From an optimization exercise on the open Yosys and OpenROAD flow, aimed at small area, a short achievable clock period and few clock cycles; shortcuts taken in it are not production practice. RTL that was checked went through simulation tests only; none was proved equivalent to the original. Power and IR drop assume default switching activity.

the previous run:
==> flow/design.v (excerpt) <==
module cpu(
    input  wire                 clk_in,
    input  wire                 rst_in,
    input  wire                 rdy_in,
    input  wire [ 7:0]          mem_din,
    output reg  [ 7:0]          mem_dout,
    output wire [31:0]          mem_a,
    output reg                  mem_wr
);
Size in the first run: roughly 3,900 cells after synthesis.
make LEC_CHECK=0 ABC_CLOCK_PERIOD_IN_PS=3000 CAP_MARGIN=20 CORE_MARGIN=2 CORE_UTILIZATION=30 PLACE_DENSITY=0.5 SETUP_SLACK_MARGIN=5 SLEW_MARGIN=20 finish   # period 10.0 ns
run.sh (not shown) runs the stock make flow with config.mk's settings and CLKGATE_MAP_FILE= SYNTH_SCRIPT=/design/flow/synth_recipe.tcl, a recipe that flattens the netlist after the stock synthesis.
Both conditions hold for the previous run: the flow ran to the end and the final layout passed the timing, design-rule and antenna checks.
Changes in the current run relative to the previous run:
- PLACE_DENSITY now 0.65, was 0.5
- CORE_UTILIZATION now 55, was 30
Findings:
- Against the previous run, the current run comes in 12 points higher on global-route usage.
- Total non-filler cell area in the finished layout was higher in the previous run than in the current run.
- Compared with the previous run, the current run shows a latest clock arrival within the worst-skew pair that is 70 ps lower.
- Lower met1 wire length among the current run and the previous run: the current run
- Going from the previous run to the current run, net switching power figure went down 5.9%, wire length reported by the detailed router went down by about 8%, final routed wire length divided by cell count increased about 11%.
- The overall die width in the previous run is 1.3 times that in the current run.
- The current run ended with less via count of the first global-routing pass than the previous run.
- Compared the previous run against the current run; peak supply drop within noise.
No run of this note included a check of the RTL's function; only the layout flow was run.

========
Setup of build 98:
Another version of the RTL of cpu (not shown whole).
Size in the first run: about 4000 cells after synthesis, roughly 1200 flip-flops, ~52 I/O pins, roughly 58000 µm² of cells after synthesis.
==> flow/config.mk <==
export PLATFORM = sky130hd
export DESIGN_NAME = cpu
export DESIGN_NICKNAME = cpu
export VERILOG_FILES = /design/flow/design.v
export SDC_FILE = /design/flow/constraint.sdc
export NUM_CORES = 4
export LEC_CHECK = 0
export ABC_CLOCK_PERIOD_IN_PS = 3000
export CAP_MARGIN = 20
export CORE_MARGIN = 2
export CORE_UTILIZATION = 40
export CTS_CLUSTER_DIAMETER = 70
export CTS_CLUSTER_SIZE = 30
export PLACE_DENSITY = 0.55
export SETUP_SLACK_MARGIN = 5
export SLEW_MARGIN = 20
export TNS_END_PERCENT = 0
==> flow/constraint.sdc <==
create_clock -name core_clock -period 10.0 [get_ports {clk_in}]
set_input_delay 2.0000 -clock core_clock [delete_from_list [all_inputs] [get_ports {clk_in}]]
set_output_delay 2.0000 -clock core_clock [all_outputs]
set_load 0.01 [all_outputs]
standard.sh (not shown) runs the stock make flow with config.mk's settings and CLKGATE_MAP_FILE= SYNTH_SCRIPT=/design/flow/synth_recipe.tcl, a recipe that flattens the netlist after the stock synthesis.
==> flow/flow/run.sh <==
#!/bin/bash
# The standard layout, with faster port buffers and a repair that aims
# further below the clock period. Make's output goes to flow.log.
set -euo pipefail
bash standard.sh "BUFFER_PORTS_ARGS=-buffer_cell sky130_fd_sc_hd__buf_4" \
    SETUP_SLACK_MARGIN=7 finish > flow.log 2>&1
Build 98 ended with every stage complete and zero timing, DRC or antenna violations.
Testbench counts of build 98, summed over its fixed seeds: cycles 818,495.
The following lists how build 96 was set up differently from build 98:
- changing PLACE_DENSITY from 0.55 to 0.65
- changing CORE_UTILIZATION from 40 to 55
==> run notes <==
Build 96 closes out successfully: all stages finished, all timing, DRC and antenna checks passed. Post-layout total power (lower): build 96. Re share of the synthesized area in compound gates (AO/OA/AOI/OAI): no difference whatsoever between build 98 and build 96. Total inserted antenna cells: build 96 > build 98. Diff build 98 and build 96: cell internal power dissipation lower in build 96. Comparing build 98 and build 96, the higher worst setup slack after placement was measured on build 98. In build 96, the final cell count without fillers came out 556 below the value in build 98. The die area of build 96 falls short of that of build 98 by about 27%. Diff build 98 and build 96: power per cell area lower in build 96. | minimum clock period | build 96 vs build 98 | worse |.
Relative to build 96, the following input files were edited for build 50:
- swapping 0.65 for 0.75 in PLACE_DENSITY
- swapping 30 for 25 in CTS_CLUSTER_SIZE
- swapping 70 for 60 in CTS_CLUSTER_DIAMETER
- swapping 55 for 65 in CORE_UTILIZATION
--- outcome ---
Having completed the whole flow, build 50 delivered a layout that passed the timing, design-rule and antenna checks. Diff build 96 -> build 50 | overall routed net length | up by a little under 10%. Re worst hold slack: build 96 was higher than build 50. Looking at clock share of power, build 50 sits 0.6 points above build 96. When build 50 is set beside build 96, its peak clock frequency supported by timing turns out to be 3.9% larger. Going from build 96 to build 50, the detailed-route wire length on metal 1 was found to have gone down by 2700 µm. From build 96 to build 50, parity-gate share of the synthesized area counting xor and xnor cells did not move at all. Against build 96 as the reference, build 50 delivers a higher global-route usage over all layers. When the final numbers for build 96 and build 50 were put side by side, the count of non-CTS buffers in the layout turned out to be greater in build 96.
> inputs changed (build 50 -> build 56)
- CTS_CLUSTER_DIAMETER now 70, was 60
- CTS_CLUSTER_SIZE now 30, was 25
==> run notes <==
From build 50 to build 56 the numbers moved as follows: minimum clock period after layout fell 0.065 ns, hold buffer count at CTS comparable, clock power saw a decrease, maximum vdd ir drop went up, fmax now larger. A worst setup path endpoint of B[28] is what build 50 shows, while mis belongs to build 56. Status | build 56 and build 50 | clean. | setup slack | build 56 vs build 50 | better |.

## static timing again, ports no longer ideal
In the flow no input, the clock included, has a driving cell. The finished layouts below were timed again as built, in two steps. Step 1: set_driving_cell puts a clkbuf_16 on clk_in and a buf_2 on each other input, an assumption about the parent block. Step 2 moves the port delays by t, midway between the first and last clock arrival at a register: inputs arrive t later, outputs are due t later. That takes back most of the time a late clock gives input paths. Three values: ideal ports, drivers, drivers and shift; two values: the first two.
run | shift t [ns] | setup slack, ns | hold slack, ns | worst setup path after step 2 | slew at the worst register clock pin (ns)
the previous run | 0.850 | 5.192 / 5.192 / 5.192 | 0.411 / 0.411 / 0.411 | register to register | 0.06 / 0.06
the current run | 0.788 | 5.185 / 5.185 / 5.185 | 0.415 / 0.415 / 0.415 | register to register | 0.07 / 0.07
build 98 | 0.791 | 6.619 / 6.605 / 6.082 | 0.481 / 0.481 / 0.481 | input to register | 0.11 / 0.11
build 96 | 0.754 | 6.562 / 6.562 / 6.098 | 0.459 / 0.459 / 0.459 | input to register | 0.11 / 0.11
build 50 | 0.762 | 6.692 / 6.692 / 6.158 | 0.437 / 0.437 / 0.437 | input to register | 0.10 / 0.10
build 56 | 0.758 | 6.757 / 6.757 / 6.209 | 0.450 / 0.450 / 0.450 | input to register | 0.12 / 0.12
After both steps every run listed still meets setup and hold. The setup slack of build 56, which loses most, moves by 0.000 ns with the drivers and by -0.548 ns with both steps.
